Source: an optimization exercise on an open RTL-to-GDS flow (aim: small area). Production flows keep margins and buffers that such runs may drop.
Function was checked by simulation only, so behaviour that the tests miss may differ from the original.
Power is estimated from default activity; no workload was simulated.

===== flow/run.sh =====
#!/bin/bash
# synth_recipe.tcl (not shown) runs the flow's synth.tcl, then flattens the netlist and writes it again
# the make line also repeats each setting of config.mk as NAME=value (left out here)
make -C /OpenROAD-flow-scripts/flow DESIGN_CONFIG=/design/flow/config.mk WORK_HOME=/design/flow/orfs CLKGATE_MAP_FILE= SYNTH_SCRIPT=/design/flow/synth_recipe.tcl finish

===== flow/config.mk =====
export PLATFORM = sky130hd
export DESIGN_NAME = C10LP_TOP
export DESIGN_NICKNAME = C10LP_TOP
export VERILOG_FILES = /design/flow/design.v
export SDC_FILE = /design/flow/constraint.sdc
export NUM_CORES = 4
export LEC_CHECK = 0
export CAP_MARGIN = 20
export CORE_MARGIN = 2
export CORE_UTILIZATION = 60
export CTS_BUF_LIST = sky130_fd_sc_hd__clkbuf_16
export CTS_CLUSTER_DIAMETER = 80
export CTS_CLUSTER_SIZE = 30
export PLACE_DENSITY = 0.75
export SLEW_MARGIN = 20

===== flow/constraint.sdc =====
create_clock -name core_clock -period 20.0 [get_ports {SYS_CLK50M}]
set_input_delay 4.0000 -clock core_clock [delete_from_list [all_inputs] [get_ports {SYS_CLK50M}]]
set_output_delay 4.0000 -clock core_clock [all_outputs]
set_load 0.01 [all_outputs]

===== flow/design.v =====
module debouncer
(
	input 		noisy,
	input 		clock,
	output reg 	debounced
);
reg       last;
reg [2:0] run;
reg fb;
always @(*)
	case (run)
	3'b000, 3'b010, 3'b011, 3'b101, 3'b111: fb = 1'b1;
	default: fb = 1'b0;
	endcase
always @ (posedge clock)
begin
	last <= noisy;
	if (noisy != last)
		run <= 3'b110;
	else
		run <= {run[1:0], fb};
	if (run == 3'b111)
		debounced <= ~last;
end
endmodule
module RXMajority3Filter
(
	input clockIN,
	input rxIN,
	output wire rxOUT
);
reg [2:0] rxLock;
assign rxOUT = (rxLock[0] & rxLock[1]) | (rxLock[0] & rxLock[2]) | (rxLock[1] & rxLock[2]);
always @(posedge clockIN)
begin
	rxLock <= {rxIN, rxLock[2:1]};
end
endmodule
module UART_RX
#(
	parameter CLOCK_FREQUENCY = 50_000_000,
	parameter BAUD_RATE       = 921600
)
(
	input  clockIN,
	input  RxResetIN,
	input  rxIN,
	output reg  rxFireOUT,
	output reg  rxBitOUT,
	output reg  [3:0] rxBitsOUT
);
localparam integer BIT_CYCLES = CLOCK_FREQUENCY / BAUD_RATE / 2 * 2;    
function [5:0] lf(input integer k);
	integer j;
	begin
		lf = 6'd1;
		for (j = 0; j < k; j = j + 1)
			lf = {lf[4:0], lf[5] ^ lf[4]};
	end
endfunction
localparam [5:0] T_START = lf(0), T_TICK = lf(BIT_CYCLES / 2 - 1), T_LAST = lf(BIT_CYCLES - 1);
reg [5:0] rxTimer;
wire rx;
wire rxIdle = (rxBitsOUT == 4'd15);
wire rxBaudTick = ~(rx & rxIdle) & (rxTimer == T_TICK);
RXMajority3Filter rxFilter
(
	.clockIN(clockIN),
	.rxIN(rxIN),
	.rxOUT(rx)
);
always @(posedge clockIN)
	if ((rx & rxIdle) | (rxTimer == T_LAST))
		rxTimer <= T_START;
	else
		rxTimer <= {rxTimer[4:0], rxTimer[5] ^ rxTimer[4]};
always @(posedge clockIN)
begin
	rxFireOUT <= rxBaudTick & (rxBitsOUT == 4'd0) & rx & ~RxResetIN;
	if(RxResetIN)
		rxBitsOUT <= 4'd15;
	else if(rxBaudTick)
	begin
		rxBitOUT <= rx;
		if(rxIdle)
			rxBitsOUT <= 4'd8;
		else
			rxBitsOUT <= rxBitsOUT - 4'd1;
	end
end
endmodule
module LedDataSelector
(
	input wire clock,
	input wire reset,
	input wire [4:0] phase,
	input wire UART_RxFire,
	input wire UART_RxBit,
	input wire [3:0] UART_RxBits,
	input wire ws_win,
	input wire sk_win,
	output wire [3:0] wd,        
	output wire ws_we,           
	output wire sk_we,
	output wire ws_by,           
	output wire sk_by,
	output wire [1:0] by_led
);
reg [2:0] byte_idx;
reg [2:0] addr;
reg addr31;
reg wr;
reg [7:0] cb [0:3];
wire rx_data = ~UART_RxBits[3];            
wire slot_now = (phase[2:0] == UART_RxBits[2:0]);
genvar c;
generate
for (c = 0; c < 4; c = c + 1) begin : g_cb
	localparam [2:0] BYTE = (c == 0) ? 3'd5 : (c == 1) ? 3'd4 : (c == 2) ? 3'd6 : 3'd7;
	wire ins = rx_data & slot_now & (byte_idx == BYTE);
	always @(posedge clock)
		cb[c] <= {cb[c][0], cb[c][7:2], ins ? UART_RxBit : cb[c][1]};
	assign wd[c] = cb[c][1];
end
endgenerate
always @(posedge clock)
begin
	wr <= UART_RxFire & (byte_idx == 3'd7) & ~reset;
	if (reset)
		byte_idx <= 3'd0;
	else if (UART_RxFire)
		byte_idx <= byte_idx + 3'd1;
	if (byte_idx == 3'd0 && UART_RxBits == 4'd7) addr[0] <= UART_RxBit;
	if (byte_idx == 3'd0 && UART_RxBits == 4'd6) addr[1] <= UART_RxBit;
	if (byte_idx == 3'd0 && UART_RxBits == 4'd5) addr[2] <= UART_RxBit;
	if (byte_idx == 3'd3 && UART_RxBits == 4'd0) addr31 <= UART_RxBit;
end
reg pend, ch, sw_on, sw_half;
reg [1:0] tgt;
wire wr_ok   = wr & ~addr[2];    
wire blk     = wr_ok & (addr31 ? sk_win : ws_win);
wire commit  = pend & ~(ch ? sk_win : ws_win);
wire start   = (wr_ok & ~blk) | commit;
always @(posedge clock)
begin
	if (wr_ok)
	begin
		tgt <= addr[1:0];
		ch <= addr31;
	end
	pend <= blk | (pend & ~commit);
	if (start)
	begin
		sw_on <= 1'b1;
		sw_half <= 1'b0;
	end
	else if (sw_on && phase == 5'd31)
	begin
		if (sw_half)
			sw_on <= 1'b0;
		sw_half <= 1'b1;
	end
end
wire sw_here = sw_on & (phase[4:3] == tgt);
assign ws_we = sw_here & ~ch;
assign sk_we = sw_here & ch;
assign ws_by = sw_on & ~ch;
assign sk_by = sw_on & ch;
assign by_led = tgt;
endmodule
module RAM_2P
(
	input clock,
	input we,
	input wd,
	output tap0,
	output tap2
);
reg [31:0] q;
assign tap0 = we ? wd : q[1];
assign tap2 = q[17];
always @(posedge clock)
	q <= {q[0], q[31:2], tap0};
endmodule
module WS2812
#(
	parameter NCOL = 3,
	parameter [5:0] T_CNT = 6'd35,   
	parameter [4:0] T_IDX = 5'b10000,   
	parameter [1:0] T_LED = 2'b00,      
	parameter [2:0] T_EXT = 3'b111
)
(
	input wire clock,
	input wire reset,
	input wire [4:0] phase,
	input wire [7:0] taps,
	input wire [3:0] wd,
	input wire by,
	input wire [1:0] by_led,
	output reg [1:0] led,
	output wire win,
	output wire ws_data
);
localparam [4:0] IDX0 = (NCOL == 3) ? 5'd8 : 5'd0;
function [5:0] lf(input integer k);
	integer j;
	begin
		lf = 6'd1;
		for (j = 0; j < k; j = j + 1)
			lf = {lf[4:0], lf[5] ^ lf[4]};
	end
endfunction
localparam [5:0] C0 = lf(0), C22 = lf(22), C50 = lf(50), C51 = lf(51), C56 = lf(56), C61 = lf(61), C62 = lf(62), CT = lf(T_CNT);
reg pre, bit_val, out;
reg [5:0] cnt;
reg [4:0] idx;
reg [2:0] ext;
wire gap = |ext;
wire [1:0] col_taps = taps[2*idx[4:3] +: 2];
always @(posedge clock)
	if (phase[3:0] == {led[0], idx[2:0]})
		bit_val <= (by && by_led == led) ? wd[idx[4:3]] : col_taps[phase[4] ^ led[1]];
wire e62 = (cnt == C62);
wire bit_end = ~pre & e62;
wire col_end = bit_end & (idx[2:0] == 3'd7);
wire led_last = bit_end & (idx == 5'd31);
wire term = ~pre & (cnt == CT) & ((idx & T_IDX) == T_IDX) & ((led & T_LED) == T_LED) & ((ext & T_EXT) == T_EXT);
assign win = ~gap & (~pre | (cnt == C61) | e62);
assign ws_data = out;
always @(posedge clock)
begin
	out <= ~reset & ~gap & ~pre & ((cnt == C0) | (out & ~((cnt == C22) & ~bit_val) & ~(cnt == C56)));
	if (reset | term)
	begin
		pre <= 1'b1;
		cnt <= reset ? C50 : C51;
		{ext, led, idx} <= {5'd0, IDX0};
	end
	else
	begin
		if (led_last | (pre & e62))
			pre <= ~pre;
		if (led_last)
			cnt <= C51;
		else
			cnt <= {cnt[4:0], cnt[5] ^ cnt[4] ^ (cnt[4:0] == 5'd0) | (bit_end & ~col_end)};
		if (led_last)
		begin
			idx <= IDX0;
			{ext, led} <= {ext, led} + 5'd1;
		end
		else if (bit_end)
			idx <= idx + 5'd1;
	end
end
endmodule
module SK6812RGBW
(
	input wire clock,
	input wire reset,
	input wire [4:0] phase,
	input wire [7:0] taps,     
	input wire [3:0] wd,
	input wire by,
	input wire [1:0] by_led,
	output wire [1:0] led,
	output wire win,
	output wire ws_data
);
WS2812 #(.NCOL(4), .T_CNT(6'd44), .T_IDX(5'b01001), .T_LED(2'b10), .T_EXT(3'b101)) ser
(
	.clock(clock),
	.reset(reset),
	.phase(phase),
	.taps(taps),
	.wd(wd),
	.by(by),
	.by_led(by_led),
	.led(led),
	.win(win),
	.ws_data(ws_data)
);
endmodule
module C10LP_TOP
(
	input SYS_CLK50M,
	input USER_PB0,
	input GPIO1,
	output ARDUINO_IO12,
	output ARDUINO_IO13
);
wire reset;
reg [4:0] phase;
always @(posedge SYS_CLK50M)
	phase <= phase + 5'd1;
wire rx_fire, rx_bit;
wire [3:0] rx_bits;
wire [3:0] wd;
wire ws_we, sk_we, ws_by, sk_by;
wire [1:0] by_led;
wire [1:0] ws_led, sk_led;
wire ws_win, sk_win;
wire [7:0] ws_taps;    
wire [7:0] sk_taps;
debouncer db
(
	.noisy(USER_PB0),
	.clock(SYS_CLK50M),
	.debounced(reset)
);
UART_RX uart_rx_i
(
	.clockIN(SYS_CLK50M),
	.RxResetIN(reset),
	.rxIN(GPIO1),
	.rxFireOUT(rx_fire),
	.rxBitOUT(rx_bit),
	.rxBitsOUT(rx_bits)
);
LedDataSelector lds
(
	.clock(SYS_CLK50M),
	.reset(reset),
	.phase(phase),
	.UART_RxFire(rx_fire),
	.UART_RxBit(rx_bit),
	.UART_RxBits(rx_bits),
	.ws_win(ws_win),
	.sk_win(sk_win),
	.wd(wd),
	.ws_we(ws_we),
	.sk_we(sk_we),
	.ws_by(ws_by),
	.sk_by(sk_by),
	.by_led(by_led)
);
genvar c;
generate
for (c = 0; c < 3; c = c + 1) begin : g_ws
	RAM_2P ram (.clock(SYS_CLK50M), .we(ws_we), .wd(wd[c]), .tap0(ws_taps[2*c+2]), .tap2(ws_taps[2*c+3]));
end
for (c = 0; c < 4; c = c + 1) begin : g_sk
	RAM_2P ram (.clock(SYS_CLK50M), .we(sk_we), .wd(wd[c]), .tap0(sk_taps[2*c]), .tap2(sk_taps[2*c+1]));
end
endgenerate
WS2812 ws
(
	.clock(SYS_CLK50M),
	.reset(reset),
	.phase(phase),
	.taps(ws_taps),
	.wd({wd[2:0], 1'b0}),
	.by(ws_by),
	.by_led(by_led),
	.led(ws_led),
	.win(ws_win),
	.ws_data(ARDUINO_IO12)
);
SK6812RGBW sk
(
	.clock(SYS_CLK50M),
	.reset(reset),
	.phase(phase),
	.taps(sk_taps),
	.wd(wd),
	.by(sk_by),
	.by_led(by_led),
	.led(sk_led),
	.win(sk_win),
	.ws_data(ARDUINO_IO13)
);
endmodule

==> impl_metrics.json, run 1 <==
{
  "status": "timing/DRC/antenna clean",
  "endpoint_kind": "output pin",
  "hold_class": "flop to flop",
  "synthArstFlopShare": 0,
  "seq_area_frac_synth": 0.7513,
  "drtPass1Iterations": 4,
  "ant_nets": 0,
  "r2r-start": "lds.tgt[1]",
  "area.growth.synth_to_final_pct": 7.144,
  "slowest_stage": "clkdlybuf4s50_1",
  "diodes": 0,
  "slew_headroom": 0.5690,
  "tightestPinTransition_ps": 639.5,
  "drc": 0,
  "crit_arrival_ps": 1370,
  "die_y_microns": 126.6,
  "syn_nets": 684,
  "synth_cells": 655,
  "numPortBuffers": 4,
  "overflow": 0,
  "power_density_mw_per_mm2": 105.8,
  "period_minus_slack_ps": 5367,
  "cts_resized": 0,
  "slowest_delay_ps": 540,
  "crit_cells": 1,
  "rsz0062_at_grt": "false",
  "routed_wl_microns": 12210,
  "grt_max_degree": 32,
  "setup.worst_path.start_class": "flop",
  "fin_tns_setup_ps": 0,
  "synth.avg_cell_area_sq_um": 13.77,
  "cts_tree": "done",
  "synth_edf_count": 11,
  "path_buf_inv": 1,
  "reg2reg_to": "sk.ser.bit_val",
  "ir_drop_uv": 84.74,
  "hold_buffers": 0,
  "synth.cell_area_sq_mm": 0.009020,
  "finalCritPeriodShare": 0.2683,
  "worstSetupPathType": "flop to output pin",
  "grt_first_pass_wirelength_microns": 21170,
  "cts_root_buffer": "clkbuf_16",
  "crit_path_max_fanout": 3,
  "clock_sinks": 333,
  "first_global_vias": 4403,
  "synth_cell_types": 59,
  "routedWlPerCell_microns": 14.31,
  "clk_latency_ps": 480,
  "htree_levels": 1,
  "worstPathRequired_ps": 16000,
  "hold_path_depth": 0,
  "row_count": 44,
  "dieArea_sq_mm": 0.01603,
  "hp-start": "g_ws[2].ram.q[30]",
  "drive_gt1_frac": 0.07474,
  "pin_count": 5,
  "grt_use_total": 0.1605,
  "r2r_cells": 5,
  "antenna_found_initial": 0,
  "fin_skew_ps": 14.34,
  "placed_cell_area_sq_mm": 0.009246,
  "reg2reg_slack_ps": 17920,
  "maxSlewViolCount": 0,
  "final_nets": 695,
  "start_util": 0.6183,
  "ys_warn_count": 11,
  "drt_iter0_drc": 203,
  "synthFlopType": "dfxtp_1",
  "max-cap-violations": 0,
  "clock.fmax_mhz": 186.3,
  "place_hpwl_microns": 8088,
  "stdcell_area_sq_mm": 0.009664,
  "synth_seq_cells": 333,
  "hold_end": "g_ws[2].ram.q[29]",
  "hold_viol_final": 0,
  "power_leakage_nw": 3.955,
  "clk_path_buf_depth": 3,
  "cp_cell_sequence": "clkdlybuf4s50_1",
  "post-cts-setup-buffer-count": 0,
  "cts_made_buffers": 15,
  "cts.clk_slew.worst_paths_ps": 110,
  "avgViaCountPerCell": 5.103,
  "vias": 4353,
  "setup_violations": 0,
  "core_sq_mm": 0.01459,
  "crit_family": "buffers and inverters",
  "die_x_microns": 126.6,
  "gp_congestion": 0.8027
}
[cell families after synthesis]
group,after synthesis,synth area share
flip-flops,333,0.7513
AND/OR/NAND/NOR,158,0.09391
AO/OA/AOI/OAI,42,0.03191
XOR/XNOR,37,0.03593
multiplexers,30,0.03745
buffers and inverters,28,0.01235
adder cells (fa/ha/maj),27,0.03718
[layer usage]
layer	wire length, microns	vias up	GRT usage
li1	-	2197	-
met1	5906	2077	0.2273
met2	5653	63	0.2586
met3	436	16	0.03121
met4	210	0	0.03685
met5	0	-	0
[Yosys cell counts, types with 2 or more instances]
library cell | instances | area share
mux2i_1 | 12 | 0.013
nor4b_1 | 2 | 0.0019
edfxtp_1 | 11 | 0.037
nor2_1 | 40 | 0.017
nor4_1 | 6 | 0.0042
a21o_1 | 2 | 0.0017
a21oi_1 | 7 | 0.0039
or3_1 | 3 | 0.0021
dfxtp_1 | 322 | 0.71
a211oi_1 | 3 | 0.0025
and2_1 | 8 | 0.0055
inv_1 | 18 | 0.0075
o21ai_1 | 2 | 0.0011
or2_2 | 4 | 0.0028
a22oi_1 | 2 | 0.0017
or4_4 | 2 | 0.0025
nor2b_1 | 3 | 0.0021
xor2_1 | 28 | 0.027
and3_1 | 7 | 0.0049
a31oi_1 | 5 | 0.0035
xnor2_1 | 9 | 0.0087
o22ai_1 | 2 | 0.0014
buf_2 | 2 | 0.0011
o21ai_0 | 8 | 0.0044
ha_1 | 26 | 0.036
o31ai_1 | 2 | 0.0017
nand4_1 | 11 | 0.0076
nand2_1 | 41 | 0.017
clkbuf_1 | 7 | 0.0029
nand2b_1 | 5 | 0.0035
nand3_1 | 6 | 0.0033
mux2_2 | 16 | 0.020
nor3_1 | 7 | 0.0039
[placed cells by master (no fill, tap or decap), drive strengths merged, types with 6 or more instances in the layout]
| cell | instances |
|---|---|
| inv | 23 |
| nor3 | 9 |
| ha | 26 |
| mux2i | 12 |
| and2 | 8 |
| nand3 | 6 |
| nor4 | 7 |
| nor2 | 41 |
| and3 | 7 |
| xnor2 | 9 |
| clkbuf | 15 |
| edfxtp | 11 |
| o21ai | 11 |
| mux2 | 17 |
| nand2b | 6 |
| a21oi | 7 |
| dfxtp | 322 |
| nand2 | 41 |
| xor2 | 28 |
| nand4 | 11 |
[worst max-delay path by stage]
| stage | slack [ps] | end | start |
|---|---|---|---|
| global route | 14580 | ARDUINO_IO12 | ws.out |
| detailed placement | 14980 | db.run[0] | USER_PB0 |
| floorplan | 15550 | db.run[0] | USER_PB0 |
| CTS | 14610 | ARDUINO_IO12 | ws.out |
| finish | 14630 | ARDUINO_IO13 | sk.ser.out |
| global placement | 15060 | db.run[0] | USER_PB0 |
[flip-flops by register name, summed over array words and instances (netlist names), 5 cells and up]
signal and cells:
g_sk.ram.q 128, g_ws.ram.q 96, lds.cb 32, phase 5, sk.ser.cnt 6, sk.ser.idx 5, uart_rx_i.rxTimer 6, ws.cnt 6
ws.idx 5
[metrics by stage]
| step | std cells | hold slack, ps | setup slack [ps] | power [W] | utilization |
|---|---|---|---|---|---|
| 2_1_floorplan | 655 | 309.6 | 15550 | 0.0007037 | - |
| 3_3_place_gp | 833 | 309.6 | 15060 | 0.0007071 | 0.6338 |
| 3_5_place_dp | 833 | 312.1 | 14980 | 0.0007089 | 0.6338 |
| 4_1_cts | 853 | 322.1 | 14610 | 0.001032 | 0.6624 |
| 5_1_grt | 853 | 331.5 | 14580 | 0.001059 | 0.6624 |
| 6_report | 853 | 328.7 | 14630 | 0.001022 | 0.6624 |
[power breakdown]
group / internal [W] / switching, W
Clock: 0.000141 / 0.000188
Sequential: 0.000671 / 0.00000676
Combinational: 0.00000684 / 0.00000863
[area by class of cell]
type	instances	area (sq um)
Sequential cell	333	6777
Clock inverter	5	42.54
Fill cell	1035	4925
Tap cell	184	230.2
Timing Repair Buffer	4	40.04
Multi-Input combinational cell	294	2132
Inverter	18	67.56
Clock buffer	15	375.4
==> run 2: changes to the inputs <==
--- a/flow/config.mk
+++ b/flow/config.mk
@@ -7,9 +7,8 @@
 export LEC_CHECK = 0
 export CAP_MARGIN = 20
 export CORE_MARGIN = 2
-export CORE_UTILIZATION = 60
+export CORE_UTILIZATION = 40
 export CTS_BUF_LIST = sky130_fd_sc_hd__clkbuf_16
 export CTS_CLUSTER_DIAMETER = 80
 export CTS_CLUSTER_SIZE = 30
-export PLACE_DENSITY = 0.75
 export SLEW_MARGIN = 20
==> impl_metrics.json, run 2 <==
{
  "synth_cell_types": 59,
  "status": "timing/DRC/antenna clean",
  "drc": 0,
  "drtPass1Iterations": 4,
  "ys_top_cells_by_area": "dfxtp_1, edfxtp_1, ha_1, xor2_1, mux2_2",
  "vias": 4338,
  "crit_path_max_fanout": 3,
  "grt_use_total": 0.1053,
  "reg.largest.list": "g_sk.ram.q x128, g_ws.ram.q x96, lds.cb x32",
  "final_util": 0.4454,
  "htree_levels": 1,
  "r2r_cells": 5,
  "grt_first_pass_wirelength_microns": 20750,
  "hp-start": "g_sk[1].ram.q[26]",
  "cp_cell_sequence": "clkdlybuf4s50_1",
  "pin_count": 5,
  "diodes": 0,
  "p_clk_frac": 0.322,
  "maxSlewViolCount": 0,
  "endpoint_kind": "output pin",
  "cts_tree": "done",
  "clock_sinks": 333,
  "max-cap-violations": 0,
  "core_sq_mm": 0.02196,
  "synthFlopType": "dfxtp_1",
  "r2r-start": "lds.tgt[1]",
  "drive_gt1_frac": 0.07623,
  "clock.fmax_mhz": 185.7,
  "switchingPower_w": 0.0002035,
  "ir_drop_uv": 60.46,
  "area.growth.synth_to_final_pct": 8.434,
  "synth_edf_count": 11,
  "start_util": 0.4108,
  "clk_latency_ps": 490,
  "slew_headroom": 0.5853,
  "hold_viol_final": 0,
  "path_buf_inv": 1,
  "period_minus_slack_ps": 5386,
  "synth_cells": 655,
  "cts.clk_slew.worst_paths_ps": 100,
  "overflow": 0,
  "power_density_mw_per_mm2": 104.5,
  "layout_commonest_cell": "dfxtp_1",
  "swShare": 0.1990,
  "reg2reg_to": "sk.ser.bit_val",
  "post-cts-setup-buffer-count": 0,
  "crit_arrival_ps": 1390,
  "worstPathRequired_ps": 16000,
  "fillers": 1924,
  "tightestPinTransition_ps": 615.3,
  "cts_resized": 0,
  "die_x_microns": 154.2,
  "final_nets": 695,
  "seq_area_frac_synth": 0.7513,
  "ys_warn_count": 11,
  "grt_max_degree": 32,
  "antenna_found_initial": 0,
  "setup_violations": 0,
  "hold_end": "g_sk[1].ram.q[25]",
  "synth_top_area_cell": "dfxtp_1",
  "seqPwrFrac": 0.663,
  "slowest_stage": "clkdlybuf4s50_1",
  "setup.worst_path.start_class": "flop",
  "intPower_w": 0.0008187,
  "worstSetupPathType": "flop to output pin",
  "hold_path_depth": 0,
  "gp_congestion": 0.7826,
  "first_global_vias": 4308,
  "dieArea_sq_mm": 0.02377,
  "crit_family": "buffers and inverters",
  "slowest_delay_ps": 550,
  "hold_buffers": 0,
  "clk_path_buf_depth": 3,
  "fin_tns_setup_ps": 0,
  "synth.avg_cell_area_sq_um": 13.77,
  "ant_nets": 0,
  "place_hpwl_microns": 7986,
  "hold_class": "flop to flop",
  "rsz0062_at_grt": "false",
  "drt_iter0_drc": 154,
  "synth_top_area_frac": 0.7147,
  "pwr-share-comb": 0.015,
  "row_count": 54,
  "numPortBuffers": 4,
  "routed_wl_microns": 12110,
  "synth.cell_area_sq_mm": 0.009020,
  "cts_root_buffer": "clkbuf_16",
  "layout_common_cells": "dfxtp_1, nand2_1, nor2_1",
  "synthArstFlopShare": 0,
  "cts_made_buffers": 15,
  "synth_commonest_cells": "dfxtp_1, nand2_1, nor2_1",
  "synth.most_common_cell": "dfxtp_1",
  "die_y_microns": 154.2,
  "fin_skew_ps": 28.32,
  "power_leakage_nw": 3.950,
  "reg2reg_slack_ps": 17940,
  "syn_nets": 684,
  "routedWlPerCell_microns": 12.76,
  "avgViaCountPerCell": 4.571,
  "synth_seq_cells": 333,
  "largest_register_ff_count": 128,
  "regMostFlops": "g_sk.ram.q",
  "finalCritPeriodShare": 0.2693
}
## run 2: worst max path at each step
stage / from / end / cells past startpoint
6_report: sk.ser.out / ARDUINO_IO13 / 1
5_1_grt: sk.ser.out / ARDUINO_IO13 / 1
4_1_cts: sk.ser.out / ARDUINO_IO13 / 1
3_5_place_dp: USER_PB0 / db.run[0] / 4
3_3_place_gp: USER_PB0 / db.run[0] / 4
2_1_floorplan: USER_PB0 / db.run[0] / 3
## run 2: kinds of logic (layout without fill, tap and decap cells)
logic type,Yosys count,in the layout,share of synthesized area
xor+xnor,37,37,0.03593
fa+ha+maj,27,27,0.03718
mux,30,30,0.03745
compound gates,42,42,0.03191
flops,333,333,0.7513
buf+inv,28,42,0.01235
simple gates,158,158,0.09391
## run 2: layout make-up
type / instances / area (sq um) / share of cell area
Tap cell: 280 / 350.3 / 0.03582
Inverter: 18 / 67.56 / 0.006908
Timing Repair Buffer: 4 / 40.04 / 0.004094
Sequential cell: 333 / 6777 / 0.6928
Clock buffer: 15 / 375.4 / 0.03838
Multi-Input combinational cell: 294 / 2132 / 0.2180
Clock inverter: 5 / 38.79 / 0.003966
## run 2: stage by stage
stage / setup slack [ps] / power, W / cells / hold WS, ps / instance area [sq um]
after floorplan: 15550 / 0.0007037 / 655 / 309.6 / 9020
after global placement: 15060 / 0.0007070 / 929 / 310.4 / 9366
after detailed placement: 15000 / 0.0007084 / 929 / 312.1 / 9366
after CTS: 14580 / 0.001039 / 949 / 318.6 / 9781
after global routing: 14560 / 0.001064 / 949 / 329.9 / 9781
final: 14610 / 0.001022 / 949 / 314.8 / 9781
## run 2: power groups by stage
stage               Clock (W)  Combinational (W)  Sequential (W)
finish               0.000329          0.0000151        0.000678
global placement            0          0.0000143        0.000693
global route         0.000367          0.0000173        0.000679
detailed placement          0          0.0000152        0.000693
floorplan                   0          0.0000132        0.000690
CTS                  0.000345          0.0000152        0.000678
## run 2: routing by layer
metal / share of wire / global-route usage / vias to the layer above
met3: 0.036 / 0.02170 / 27
met2: 0.43 / 0.1634 / 58
met4: 0.026 / 0.03827 / 0
met5: 0 / 0 / -
li1: - / - / 2190
met1: 0.50 / 0.1460 / 2063
==> run 3: changes to the inputs <==
--- a/flow/config.mk
+++ b/flow/config.mk
@@ -9,6 +9,6 @@
 export CORE_MARGIN = 2
 export CORE_UTILIZATION = 40
 export CTS_BUF_LIST = sky130_fd_sc_hd__clkbuf_16
-export CTS_CLUSTER_DIAMETER = 80
-export CTS_CLUSTER_SIZE = 30
+export CTS_CLUSTER_DIAMETER = 100
+export CTS_CLUSTER_SIZE = 36
 export SLEW_MARGIN = 20
==> impl_metrics.json, run 3 <==
{
  "worstPathRequired_ps": 16000,
  "final_nets": 693,
  "synth.cell_area_sq_mm": 0.009020,
  "antenna_found_initial": 0,
  "grt_max_degree": 38,
  "ir_drop_uv": 69.42,
  "synthFlopType": "dfxtp_1",
  "synth_cells": 655,
  "fillers": 1920,
  "gp_congestion": 0.7826,
  "regArea_sq_mm": 0.006777,
  "endpoint_kind": "output pin",
  "synth_top_area_frac": 0.7147,
  "pin_count": 5,
  "dp_cells": 929,
  "status": "timing/DRC/antenna clean",
  "routed_wl_microns": 12070,
  "numPortBuffers": 4,
  "clk_latency_ps": 490,
  "htree_levels": 1,
  "synth.avg_cell_area_sq_um": 13.77,
  "tightestPinTransition_ps": 615.3,
  "dieArea_sq_mm": 0.02377,
  "fin_skew_ps": 30.92,
  "maxSlewViolCount": 0,
  "syn_nets": 684,
  "seq_area_frac_synth": 0.7513,
  "ys_top_cells_by_area": "dfxtp_1, edfxtp_1, ha_1, xor2_1, mux2_2",
  "cts.clk_slew.worst_paths_ps": 130,
  "largest_register_ff_count": 128,
  "cp_cell_sequence": "clkdlybuf4s50_1",
  "reg.largest.list": "g_sk.ram.q x128, g_ws.ram.q x96, lds.cb x32",
  "drive_gt1_frac": 0.07207,
  "reg2reg_slack_ps": 17920,
  "overflow": 0,
  "hold_class": "flop to flop",
  "cts_resized": 0,
  "row_count": 54,
  "period_minus_slack_ps": 5387,
  "clk_path_buf_depth": 3,
  "hold_buffers": 0,
  "synth_top_area_cell": "dfxtp_1",
  "grt_first_pass_wirelength_microns": 20440,
  "avgViaCountPerCell": 4.535,
  "worstSetupPathType": "flop to output pin",
  "cts_made_buffers": 13,
  "layout_common_cells": "dfxtp_1, nand2_1, nor2_1",
  "clock_sinks": 333,
  "ys_warn_count": 11,
  "post-cts-setup-buffer-count": 0,
  "finalNonFillerCells": 946,
  "synth_commonest_cells": "dfxtp_1, nand2_1, nor2_1",
  "setup.worst_path.start_class": "flop",
  "crit_family": "buffers and inverters",
  "hold_viol_final": 0,
  "power_leakage_nw": 3.925,
  "vias": 4290,
  "finalCritPeriodShare": 0.2694,
  "place_hpwl_microns": 7986,
  "diodes": 0,
  "start_util": 0.4108,
  "clock.fmax_mhz": 185.6,
  "multi_input_area_sq_mm": 0.002132,
  "drt_iter0_drc": 183,
  "fin_tns_setup_ps": 0,
  "first_global_vias": 4264,
  "slowest_stage": "clkdlybuf4s50_1",
  "regMostFlops": "g_sk.ram.q",
  "cts_root_buffer": "clkbuf_16",
  "synth_edf_count": 11,
  "routedWlPerCell_microns": 12.75,
  "slew_headroom": 0.5853,
  "die_x_microns": 154.2,
  "cts_tree": "done",
  "layout_commonest_cell": "dfxtp_1",
  "max-cap-violations": 0,
  "drc": 0,
  "synth_seq_cells": 333,
  "synth_cell_types": 59,
  "synth.most_common_cell": "dfxtp_1",
  "core_sq_mm": 0.02196,
  "grt_use_total": 0.1040,
  "crit_path_max_fanout": 3,
  "die_y_microns": 154.2,
  "path_buf_inv": 1,
  "area.growth.synth_to_final_pct": 7.921,
  "rsz0062_at_grt": "false",
  "synthArstFlopShare": 0,
  "drtPass1Iterations": 4,
  "ant_nets": 0,
  "power_density_mw_per_mm2": 102.8,
  "slowest_delay_ps": 550,
  "setup_violations": 0,
  "crit_arrival_ps": 1390
}
==> run 3: cell counts after synthesis <==
No cell type changed its count.
==> run 3: cell type report <==
cell class / count / share of cell area
repair buffers: 4 / 0.004113
clock inverters: 4 / 0.004370
clock buffers: 13 / 0.03342
inverters: 18 / 0.006941
multi-input cells: 294 / 0.2190
well taps: 280 / 0.03599
flip-flops and latches: 333 / 0.6961
==> run 3: cells by family (layout without fill, tap and decap cells) <==
| kind of cell | Yosys count | count (layout) | share of synthesized area |
|---|---|---|---|
| compound gates | 42 | 42 | 0.03191 |
| flops | 333 | 333 | 0.7513 |
| fa+ha+maj | 27 | 27 | 0.03718 |
| buf+inv | 28 | 39 | 0.01235 |
| simple gates | 158 | 158 | 0.09391 |
| xor+xnor | 37 | 37 | 0.03593 |
| mux | 30 | 30 | 0.03745 |
==> run 3: metrics by stage <==
stage / worst slack (ps) / util / cell area (sq um) / hold slack (ps) / power (W)
final: 14610 / 0.4433 / 9734 / 322.9 / 0.001001
after detailed placement: 15000 / 0.4266 / 9366 / 312.1 / 0.0007084
after floorplan: 15550 / - / 9020 / 309.6 / 0.0007037
after CTS: 14580 / 0.4433 / 9734 / 325.1 / 0.001015
after global routing: 14550 / 0.4433 / 9734 / 328.7 / 0.001040
after global placement: 15060 / 0.4266 / 9366 / 310.4 / 0.0007070
==> run 3: final timing paths <==
check,startpoint,to,depth (start not counted)
setup reg to reg,lds.tgt[1],sk.ser.bit_val,5
setup / recovery,sk.ser.out,ARDUINO_IO13,1
hold reg to reg,lds.cb[3][2],lds.cb[3][1],0
hold / removal,lds.cb[3][2],lds.cb[3][1],0
==> run 3: metal layers <==
| layer | global-route usage | part of all wire | vias up |
|---|---|---|---|
| met4 | 0.03516 | 0.025 | 0 |
| met5 | 0 | 0 | - |
| met2 | 0.1608 | 0.43 | 44 |
| li1 | - | - | 2175 |
| met3 | 0.01945 | 0.026 | 23 |
| met1 | 0.1472 | 0.52 | 2048 |
==> run 3: report_power, final <==
part	leakage [nW]	internal, W	switching [W]
clock network	0.186	0.000123	0.000184
logic	1.03	0.00000682	0.00000826
registers	2.71	0.000672	0.00000658
total	3.92	0.000801	0.000199
==> run 4: changes to the inputs <==
--- a/flow/config.mk
+++ b/flow/config.mk
@@ -7,8 +7,9 @@
 export LEC_CHECK = 0
 export CAP_MARGIN = 20
 export CORE_MARGIN = 2
-export CORE_UTILIZATION = 40
+export CORE_UTILIZATION = 60
 export CTS_BUF_LIST = sky130_fd_sc_hd__clkbuf_16
-export CTS_CLUSTER_DIAMETER = 100
-export CTS_CLUSTER_SIZE = 36
+export CTS_CLUSTER_DIAMETER = 60
+export CTS_CLUSTER_SIZE = 34
+export PLACE_DENSITY = 0.9
 export SLEW_MARGIN = 20
==> impl_metrics.json, run 4 <==
{
  "status": "timing/DRC/antenna clean",
  "antenna_found_initial": 0,
  "overflow": 0,
  "synth_edf_count": 11,
  "pwr-share-comb": 0.016,
  "seqPwrFrac": 0.651,
  "drc": 0,
  "die_x_microns": 126.6,
  "grt_max_degree": 36,
  "cts.clk_slew.worst_paths_ps": 110,
  "diodes": 0,
  "fin_tns_setup_ps": 0,
  "finalCritPeriodShare": 0.2699,
  "synth.avg_cell_area_sq_um": 13.77,
  "power_leakage_nw": 3.975,
  "synth.cell_area_sq_mm": 0.009020,
  "routedWlPerCell_microns": 15.58,
  "clk_path_buf_depth": 3,
  "path_buf_inv": 1,
  "synth_seq_cells": 333,
  "vias": 4457,
  "switchingPower_w": 0.0002181,
  "grt_first_pass_wirelength_microns": 22090,
  "grt_use_total": 0.1691,
  "ys_warn_count": 11,
  "clock.fmax_mhz": 185.2,
  "wl_met2_microns": 6424,
  "setup.worst_path.start_class": "flop",
  "worstPathRequired_ps": 16000,
  "avgViaCountPerCell": 5.195,
  "tightestPinTransition_ps": 613.1,
  "fillers": 970,
  "ant_nets": 0,
  "cts_made_buffers": 15,
  "ys_top_cells_by_area": "dfxtp_1, edfxtp_1, ha_1, xor2_1, mux2_2",
  "ir_drop_uv": 63.71,
  "maxSlewViolCount": 0,
  "slowest_stage": "clkdlybuf4s50_1",
  "cp_cell_sequence": "clkdlybuf4s50_1",
  "crit_arrival_ps": 1400,
  "intPower_w": 0.0008248,
  "max-cap-violations": 0,
  "setup_violations": 0,
  "dp_cells": 833,
  "synthFlopType": "dfxtp_1",
  "synth_top_area_frac": 0.7147,
  "crit_family": "buffers and inverters",
  "layout_commonest_cell": "dfxtp_1",
  "fin_skew_ps": 10.17,
  "numPortBuffers": 4,
  "layout_common_cells": "dfxtp_1, nand2_1, nor2_1",
  "cts_resized": 0,
  "place_hpwl_microns": 8708,
  "synth_cells": 655,
  "reg.largest.list": "g_sk.ram.q x128, g_ws.ram.q x96, lds.cb x32",
  "gp_congestion": 0.8633,
  "clk_latency_ps": 490,
  "pin_count": 5,
  "worstSetupPathType": "flop to output pin",
  "synth_commonest_cells": "dfxtp_1, nand2_1, nor2_1",
  "start_util": 0.6183,
  "cts_root_buffer": "clkbuf_16",
  "first_global_vias": 4584,
  "seq_area_frac_synth": 0.7513,
  "post-cts-setup-buffer-count": 0,
  "core_sq_mm": 0.01459,
  "hold_class": "flop to flop",
  "die_y_microns": 126.6,
  "met1Wirelength_microns": 6149,
  "highest_layer": "met4",
  "crit_path_max_fanout": 3,
  "finalNonFillerCells": 858,
  "period_minus_slack_ps": 5398,
  "synthArstFlopShare": 0,
  "slowest_delay_ps": 550,
  "slew_headroom": 0.5868,
  "syn_nets": 684,
  "swShare": 0.2091,
  "synth_top_area_cell": "dfxtp_1",
  "largest_register_ff_count": 128,
  "power_density_mw_per_mm2": 107.4,
  "clock_sinks": 333,
  "drtPass1Iterations": 4,
  "hold_buffers": 0,
  "endpoint_kind": "output pin",
  "final_nets": 695,
  "drive_gt1_frac": 0.08160,
  "synth_cell_types": 59,
  "power_w": 0.001043,
  "row_count": 44,
  "drt_iter0_drc": 265,
  "p_clk_frac": 0.334,
  "cts_tree": "done",
  "synth.most_common_cell": "dfxtp_1",
  "hold-worst-slack_ps": 333.6,
  "hold_viol_final": 0,
  "dieArea_sq_mm": 0.01603,
  "met3_length_microns": 535,
  "rsz0062_at_grt": "false",
  "regMostFlops": "g_sk.ram.q",
  "htree_levels": 1,
  "routed_wl_microns": 13370,
  "area.growth.synth_to_final_pct": 7.629
}
run 4: cell counts after synthesis:
Identical to the previous run, type by type.
run 4: per-stage QoR:
step	setup WS, ps	utilization	cell area (sq um)
global route	14550	0.6654	9708
floorplan	15550	-	9020
global placement	15070	0.6338	9246
finish	14600	0.6654	9708
detailed placement	15030	0.6338	9246
CTS	14580	0.6654	9708
run 4: logic make-up after synthesis:
logic type | count (synthesis) | synth area share
simple gates | 158 | 0.09391
flops | 333 | 0.7513
buf+inv | 28 | 0.01235
fa+ha+maj | 27 | 0.03718
compound gates | 42 | 0.03191
mux | 30 | 0.03745
xor+xnor | 37 | 0.03593
run 4: final cells by class:
type | instances | area, sq um | area share
repair buffers | 4 | 40.04 | 0.004124
clock inverters | 10 | 86.33 | 0.008893
multi-input cells | 294 | 2132 | 0.2196
well taps | 184 | 230.2 | 0.02371
flip-flops and latches | 333 | 6777 | 0.6980
inverters | 18 | 67.56 | 0.006960
clock buffers | 15 | 375.4 | 0.03866
run 4: power by group through the flow:
stage               sequential, W  clock (W)  combinational (W)
global route             0.000680   0.000377          0.0000184
detailed placement       0.000693          0          0.0000160
finish                   0.000679   0.000348          0.0000163
floorplan                0.000690          0          0.0000132
global placement         0.000693          0          0.0000140
CTS                      0.000678   0.000354          0.0000163
run 4: routing by layer:
layer,GRT usage,vias to the layer above
met2,0.2885,88
met4,0.05559,0
li1,-,2201
met1,0.2207,2137
met5,0,-
met3,0.02868,31
run 4: path summary, 6_finish.rpt:
| kind | slack [ps] | end | cells past startpoint | startpoint |
|---|---|---|---|---|
| min reg2reg | 330 | g_sk[2].ram.q[24] | 0 | g_sk[2].ram.q[25] |
| min | 330 | g_sk[2].ram.q[24] | 0 | g_sk[2].ram.q[25] |
| max reg2reg | 17840 | sk.ser.bit_val | 5 | lds.tgt[1] |
| max | 14600 | ARDUINO_IO12 | 1 | ws.out |
==> run 5: changes to the inputs <==
--- a/flow/config.mk
+++ b/flow/config.mk
@@ -7,9 +7,8 @@
 export LEC_CHECK = 0
 export CAP_MARGIN = 20
 export CORE_MARGIN = 2
-export CORE_UTILIZATION = 60
-export CTS_BUF_LIST = sky130_fd_sc_hd__clkbuf_16
+export CORE_UTILIZATION = 40
+export CTS_BUF_LIST = sky130_fd_sc_hd__clkbuf_8
 export CTS_CLUSTER_DIAMETER = 60
-export CTS_CLUSTER_SIZE = 34
-export PLACE_DENSITY = 0.9
+export CTS_CLUSTER_SIZE = 16
 export SLEW_MARGIN = 20
==> impl_metrics.json, run 5 <==
{
  "status": "timing/DRC/antenna clean",
  "synth_top_family_by_area": "simple AND/OR/NAND/NOR gates",
  "fin_tns_setup_ps": 0,
  "hold_path_depth": 0,
  "multi_input_area_sq_mm": 0.002132,
  "clk_latency_ps": 550,
  "fin_skew_ps": 32.46,
  "reg.largest.list": "g_sk.ram.q x128, g_ws.ram.q x96, lds.cb x32",
  "synth_top_area_frac": 0.7147,
  "routed_wl_microns": 12220,
  "slowest_stage": "clkdlybuf4s50_1",
  "die_x_microns": 154.2,
  "gp_congestion": 0.7826,
  "synth_commonest_cells": "dfxtp_1, nand2_1, nor2_1",
  "clk_path_buf_depth": 3,
  "setup.worst_path.start_class": "flop",
  "layout_commonest_cell": "dfxtp_1",
  "synth_compound_area_frac": 0.03190,
  "synth_edf_count": 11,
  "hp-start": "g_sk[1].ram.q[26]",
  "antenna_found_initial": 0,
  "clock_sinks": 333,
  "routedWlPerCell_microns": 12.69,
  "first_global_vias": 4374,
  "synth_cell_types": 59,
  "dieArea_sq_mm": 0.02377,
  "tightestPinTransition_ps": 612.7,
  "core_sq_mm": 0.02196,
  "maxSlewViolCount": 0,
  "hold_end": "g_sk[1].ram.q[25]",
  "synth_seq_cells": 333,
  "layout_common_cells": "dfxtp_1, nand2_1, nor2_1",
  "drt_iter0_drc": 175,
  "slowest_delay_ps": 550,
  "crit_arrival_ps": 1430,
  "avgViaCountPerCell": 4.519,
  "cts.clk_slew.worst_paths_ps": 90,
  "place_hpwl_microns": 7986,
  "synthAdderAreaFrac": 0.03718,
  "grt_first_pass_wirelength_microns": 20890,
  "endpoint_kind": "output pin",
  "ant_nets": 0,
  "htree_levels": 1,
  "synth.cell_area_sq_mm": 0.009020,
  "synth.avg_cell_area_sq_um": 13.77,
  "crit_family": "buffers and inverters",
  "area.growth.synth_to_final_pct": 8.434,
  "final_util": 0.4454,
  "cts_made_buffers": 25,
  "placed_cell_area_sq_mm": 0.009366,
  "clock.fmax_mhz": 184.0,
  "rsz0062_at_grt": "false",
  "fillers": 1915,
  "ys_top_cells_by_area": "dfxtp_1, edfxtp_1, ha_1, xor2_1, mux2_2",
  "numPortBuffers": 4,
  "cts_tree": "done",
  "vias": 4352,
  "regArea_sq_mm": 0.006777,
  "hold_class": "flop to flop",
  "synth_xor_area_frac": 0.03593,
  "final_nets": 705,
  "hold_viol_final": 0,
  "cts_root_buffer": "clkbuf_8",
  "post-cts-setup-buffer-count": 0,
  "max-cap-violations": 0,
  "pin_count": 5,
  "worstPathRequired_ps": 16000,
  "reg2reg_to": "sk.ser.bit_val",
  "r2r-start": "lds.tgt[1]",
  "row_count": 54,
  "grt_use_total": 0.1066,
  "reg2reg_slack_ps": 17930,
  "finalCritPeriodShare": 0.2717,
  "cp_cell_sequence": "clkdlybuf4s50_1",
  "period_minus_slack_ps": 5434,
  "crit_path_max_fanout": 3,
  "ys_warn_count": 11,
  "worstSetupPathType": "flop to output pin",
  "ir_drop_uv": 56.19,
  "regMostFlops": "g_sk.ram.q",
  "cts_resized": 0,
  "hold_buffers": 0,
  "drc": 0,
  "power_leakage_nw": 3.967,
  "overflow": 0,
  "die_y_microns": 154.2,
  "diodes": 0,
  "synth.area.mux_share": 0.03745,
  "hold-worst-slack_ps": 309.4,
  "power_density_mw_per_mm2": 103.4,
  "start_util": 0.4108,
  "slew_headroom": 0.5871,
  "seq_area_frac_synth": 0.7513,
  "drive_gt1_frac": 0.09078,
  "synthFlopType": "dfxtp_1",
  "synthArstFlopShare": 0,
  "largest_register_ff_count": 128,
  "grt_max_degree": 18,
  "synth_cells": 655,
  "synth.most_common_cell": "dfxtp_1",
  "r2r_cells": 5,
  "path_buf_inv": 1,
  "setup_violations": 0,
  "power_w": 0.001011,
  "drtPass1Iterations": 4,
  "syn_nets": 684,
  "stdcell_area_sq_mm": 0.009781,
  "synthSimpleGateAreaFrac": 0.09391,
  "synth_top_area_cell": "dfxtp_1"
}
[run 5: changes by cell type in the layout (fill, tap and decap cells not counted), sizes merged]
cell | before | now
clkinv | 3 | 2
bufinv | 0 | 1
clkbuf | 15 | 25
inv | 25 | 23
clkinvlp | 0 | 1
[run 5: worst max path at each step]
stage	start	endpoint	depth (start not counted)
final	sk.ser.out	ARDUINO_IO13	1
after global routing	sk.ser.out	ARDUINO_IO13	1
after CTS	sk.ser.out	ARDUINO_IO13	1
after detailed placement	USER_PB0	db.run[0]	4
after global placement	USER_PB0	db.run[0]	4
after floorplan	USER_PB0	db.run[0]	3
[run 5: area by class of cell]
type / count / area share
Clock buffer: 25 / 0.03518
Sequential cell: 333 / 0.6928
Clock inverter: 9 / 0.007164
Timing Repair Buffer: 4 / 0.004094
Inverter: 18 / 0.006908
Multi-Input combinational cell: 294 / 0.2180
Tap cell: 280 / 0.03582
[run 5: cells by family (layout without fill, tap and decap cells)]
group                      Yosys count  count (layout)
DFF                                333             333
adders and majority gates           27              27
AOI/OAI and AO/OA                   42              42
xor gates and xnor gates            37              37
muxes                               30              30
and+or+nand+nor                    158             158
buffers and inverters               28              56
[run 5: stage by stage]
stage / worst slack (ps) / std cells
5_1_grt: 14500 / 963
2_1_floorplan: 15550 / 655
4_1_cts: 14520 / 963
3_3_place_gp: 15060 / 929
3_5_place_dp: 15000 / 929
6_report: 14570 / 963
[run 5: power by group]
part / leakage, nW / internal, W / switching, W / total (W)
clock network: 0.229 / 0.000129 / 0.000190 / 0.000318
logic: 1.03 / 0.00000682 / 0.00000821 / 0.0000150
registers: 2.71 / 0.000671 / 0.00000664 / 0.000678
[run 5: layer usage]
metal | vias to the layer above | wire (microns) | track usage
li1 | 2204 | - | -
met1 | 2067 | 6219 | 0.1479
met2 | 57 | 5240 | 0.1629
met3 | 24 | 480 | 0.02565
met4 | 0 | 282 | 0.03783
met5 | - | 0 | 0
==> run 6: changes to the inputs <==
--- a/flow/design.v
+++ b/flow/design.v
@@ -45,7 +45,7 @@
 	input  clockIN,
 	input  RxResetIN,
 	input  rxIN,
-	output reg  rxFireOUT,
+	output wire rxFireOUT,
 	output reg  rxBitOUT,
 	output reg  [3:0] rxBitsOUT
 );
@@ -58,11 +58,12 @@
 			lf = {lf[4:0], lf[5] ^ lf[4]};
 	end
 endfunction
-localparam [5:0] T_START = lf(0), T_TICK = lf(BIT_CYCLES / 2 - 1), T_LAST = lf(BIT_CYCLES - 1);
+localparam [5:0] T_START = lf(0), T_TICK = lf(BIT_CYCLES / 2 - 1), T_AFTER = lf(BIT_CYCLES / 2), T_LAST = lf(BIT_CYCLES - 1);
 reg [5:0] rxTimer;
 wire rx;
 wire rxIdle = (rxBitsOUT == 4'd15);
 wire rxBaudTick = ~(rx & rxIdle) & (rxTimer == T_TICK);
+assign rxFireOUT = (rxTimer == T_AFTER) & rxIdle & rxBitOUT;
 RXMajority3Filter rxFilter
 (
 	.clockIN(clockIN),
@@ -76,9 +77,11 @@
 		rxTimer <= {rxTimer[4:0], rxTimer[5] ^ rxTimer[4]};
 always @(posedge clockIN)
 begin
-	rxFireOUT <= rxBaudTick & (rxBitsOUT == 4'd0) & rx & ~RxResetIN;
 	if(RxResetIN)
+	begin
 		rxBitsOUT <= 4'd15;
+		rxBitOUT <= 1'b0;
+	end
 	else if(rxBaudTick)
 	begin
 		rxBitOUT <= rx;
==> impl_metrics.json, run 6 <==
{
  "power_density_mw_per_mm2": 102.1,
  "grt_use_total": 0.1078,
  "synthArstFlopShare": 0,
  "ys_top_cells_by_area": "dfxtp_1, ha_1, edfxtp_1, xor2_1, mux2_2",
  "regMostFlops": "g_sk.ram.q",
  "clk_path_buf_depth": 3,
  "drt_iter0_drc": 248,
  "global_route.usage.met3": 0.02424,
  "slowest_stage": "clkdlybuf4s50_1",
  "cts_made_buffers": 25,
  "layout_common_cells": "dfxtp_1, nor2_1, nand2_1",
  "hold_buffers": 0,
  "dieArea_sq_mm": 0.02365,
  "crit_path_max_fanout": 3,
  "ir_drop_uv": 67.79,
  "rsz0062_at_grt": "false",
  "maxSlewViolCount": 0,
  "overflow": 0,
  "numPortBuffers": 4,
  "slowest_delay_ps": 550,
  "largest_register_ff_count": 128,
  "tightestPinTransition_ps": 617.9,
  "routedWlPerCell_microns": 13.13,
  "drtPass1Iterations": 4,
  "clock_sinks": 332,
  "synth_cell_types": 53,
  "vias": 4409,
  "clock.fmax_mhz": 183.7,
  "synth_commonest_cells": "dfxtp_1, nand2_1, nor2_1",
  "hold_class": "flop to flop",
  "diodes": 0,
  "path_buf_inv": 1,
  "cts_tree": "done",
  "fillers": 1986,
  "syn_nets": 686,
  "cts_resized": 0,
  "pin_count": 5,
  "max-cap-violations": 0,
  "antenna_found_initial": 0,
  "final_nets": 704,
  "finalNonFillerCells": 959,
  "row_count": 54,
  "synth_top_area_cell": "dfxtp_1",
  "drc": 0,
  "synth.cell_area_sq_mm": 0.008974,
  "grt_first_pass_wirelength_microns": 21160,
  "cp_cell_sequence": "clkdlybuf4s50_1",
  "finalCritPeriodShare": 0.2721,
  "avgViaCountPerCell": 4.597,
  "use_met2": 0.1702,
  "core_sq_mm": 0.02189,
  "gp_congestion": 0.7898,
  "synth_edf_count": 10,
  "first_global_vias": 4444,
  "ant_nets": 0,
  "fin_tns_setup_ps": 0,
  "area.growth.synth_to_final_pct": 8.045,
  "worstSetupPathType": "flop to output pin",
  "synth.avg_cell_area_sq_um": 13.66,
  "clk_latency_ps": 540,
  "crit_arrival_ps": 1440,
  "synth_seq_cells": 332,
  "start_util": 0.4099,
  "synthFlopType": "dfxtp_1",
  "grt-busiest-layer": "met2",
  "post-cts-setup-buffer-count": 0,
  "grt_max_degree": 18,
  "place_hpwl_microns": 8187,
  "status": "timing/DRC/antenna clean",
  "ys_warn_count": 11,
  "crit_family": "buffers and inverters",
  "routed_wl_microns": 12590,
  "layout_commonest_cell": "dfxtp_1",
  "fin_skew_ps": 22.82,
  "synth.most_common_cell": "dfxtp_1",
  "dp_cells": 928,
  "htree_levels": 1,
  "synth_cells": 657,
  "power_leakage_nw": 3.916,
  "reg.largest.list": "g_sk.ram.q x128, g_ws.ram.q x96, lds.cb x32",
  "setup_violations": 0,
  "worstPathRequired_ps": 16000,
  "period_minus_slack_ps": 5442,
  "synth_top_area_frac": 0.7183,
  "seq_area_frac_synth": 0.7518,
  "die_y_microns": 153.8,
  "use_met1": 0.1443,
  "cts.clk_slew.worst_paths_ps": 100,
  "cts_root_buffer": "clkbuf_8",
  "endpoint_kind": "output pin",
  "setup.worst_path.start_class": "flop",
  "drive_gt1_frac": 0.07953,
  "slew_headroom": 0.5836,
  "die_x_microns": 153.8,
  "hold_viol_final": 0
}
## run 6: cell count changes after synthesis, moves of 3 or more
cell	previous run	this run
a31oi_1	5	2
and4_1	0	3
clkbuf_1	7	10
xnor2_1	9	15
xor2_1	28	23
nand3_1	6	11
## run 6: final cells by class
cell class	count	area, sq um	share of cell area
Multi-Input combinational cell	296	2115	0.2181
Inverter	16	60.06	0.006194
Clock buffer	25	344.1	0.03549
Sequential cell	332	6746	0.6958
Clock inverter	6	40.04	0.004130
Timing Repair Buffer	4	40.04	0.004130
Tap cell	280	350.3	0.03613
## run 6: stage by stage
stage	setup slack [ps]	instance area (sq um)	hold WS, ps	total power (W)	utilization
after floorplan	15550	8974	309.6	0.0006957	-
after global placement	15050	9311	310.0	0.0006990	0.4254
after detailed placement	15020	9311	312.1	0.0007000	0.4254
after CTS	14510	9696	318.2	0.001005	0.4429
after global routing	14490	9696	332.5	0.001033	0.4429
final	14560	9696	320.3	0.0009903	0.4429
## run 6: power by group
group	switching [W]	internal (W)	total (W)
logic	0.00000709	0.00000514	0.0000122
registers	0.00000479	0.000668	0.000672
clock network	0.000190	0.000116	0.000306
## run 6: worst paths after layout
kind / start / endpoint / slack [ps] / cells past startpoint
worst max-delay path: sk.ser.out / ARDUINO_IO13 / 14560 / 1
worst min-delay path: lds.cb[2][5] / lds.cb[2][4] / 320 / 0
worst max register to register: sk.ser.cnt[4] / sk.ser.cnt[0] / 17900 / 7
worst min register to register: lds.cb[2][5] / lds.cb[2][4] / 320 / 0
## run 6: per-layer routing
layer	vias to the layer above	routed length, microns
met3	27	439
met2	65	5693
li1	2204	-
met1	2113	6121
met4	0	335
met5	-	0
## run 6: worst register-to-register path: stages, from the launching register on
cell,delay (ps)
dfxtp_1,360
inv_1,120
ha_1,210
nand2b_1,180
nor4_1,550
nor2_1,190
nand2_1,220
o21ai_0,120
## run 6: cells by family (layout without fill, tap and decap cells)
group / Yosys count / in the layout / share of synthesized area
AO/OA/AOI/OAI: 36 / 36 / 0.02775
XOR/XNOR: 38 / 38 / 0.03709
adder cells (fa/ha/maj): 27 / 27 / 0.03737
buffers and inverters: 29 / 51 / 0.01255
flip-flops: 332 / 332 / 0.7518
multiplexers: 32 / 32 / 0.03946
AND/OR/NAND/NOR: 163 / 163 / 0.09398

## afterwards: timing with drivers on the ports
Ports are ideal in the flow. The routed layouts listed here were re-timed in OpenROAD.
Step 1: set_driving_cell puts a clkbuf_16 on SYS_CLK50M and a buf_2 on each other input, an assumption about the parent block.
Step 2 adds t to the input delays and takes it off the output delays; t is the mean of the earliest and latest rising clock arrival at the registers after step 1. Input paths then give back, and output paths get back, about the clock's delay inside the block.
a / b / c = ideal / step 1 / step 2; a / b = the first two.
run | t (ns) | setup WS [ns] | worst hold slack (ns)
run 1 | 0.516 | 14.633 / 14.591 / 14.985 | 0.329 / 0.329 / 0.329
run 2 | 0.523 | 14.614 / 14.571 / 15.006 | 0.315 / 0.315 / 0.315
run 3 | 0.521 | 14.613 / 14.570 / 14.983 | 0.323 / 0.323 / 0.323
run 4 | 0.519 | 14.602 / 14.563 / 15.034 | 0.334 / 0.334 / 0.334
run 5 | 0.568 | 14.566 / 14.529 / 15.006 | 0.309 / 0.309 / 0.309
run 6 | 0.570 | 14.558 / 14.518 / 15.034 | 0.320 / 0.320 / 0.320
After both steps setup and hold are still met in every run listed.
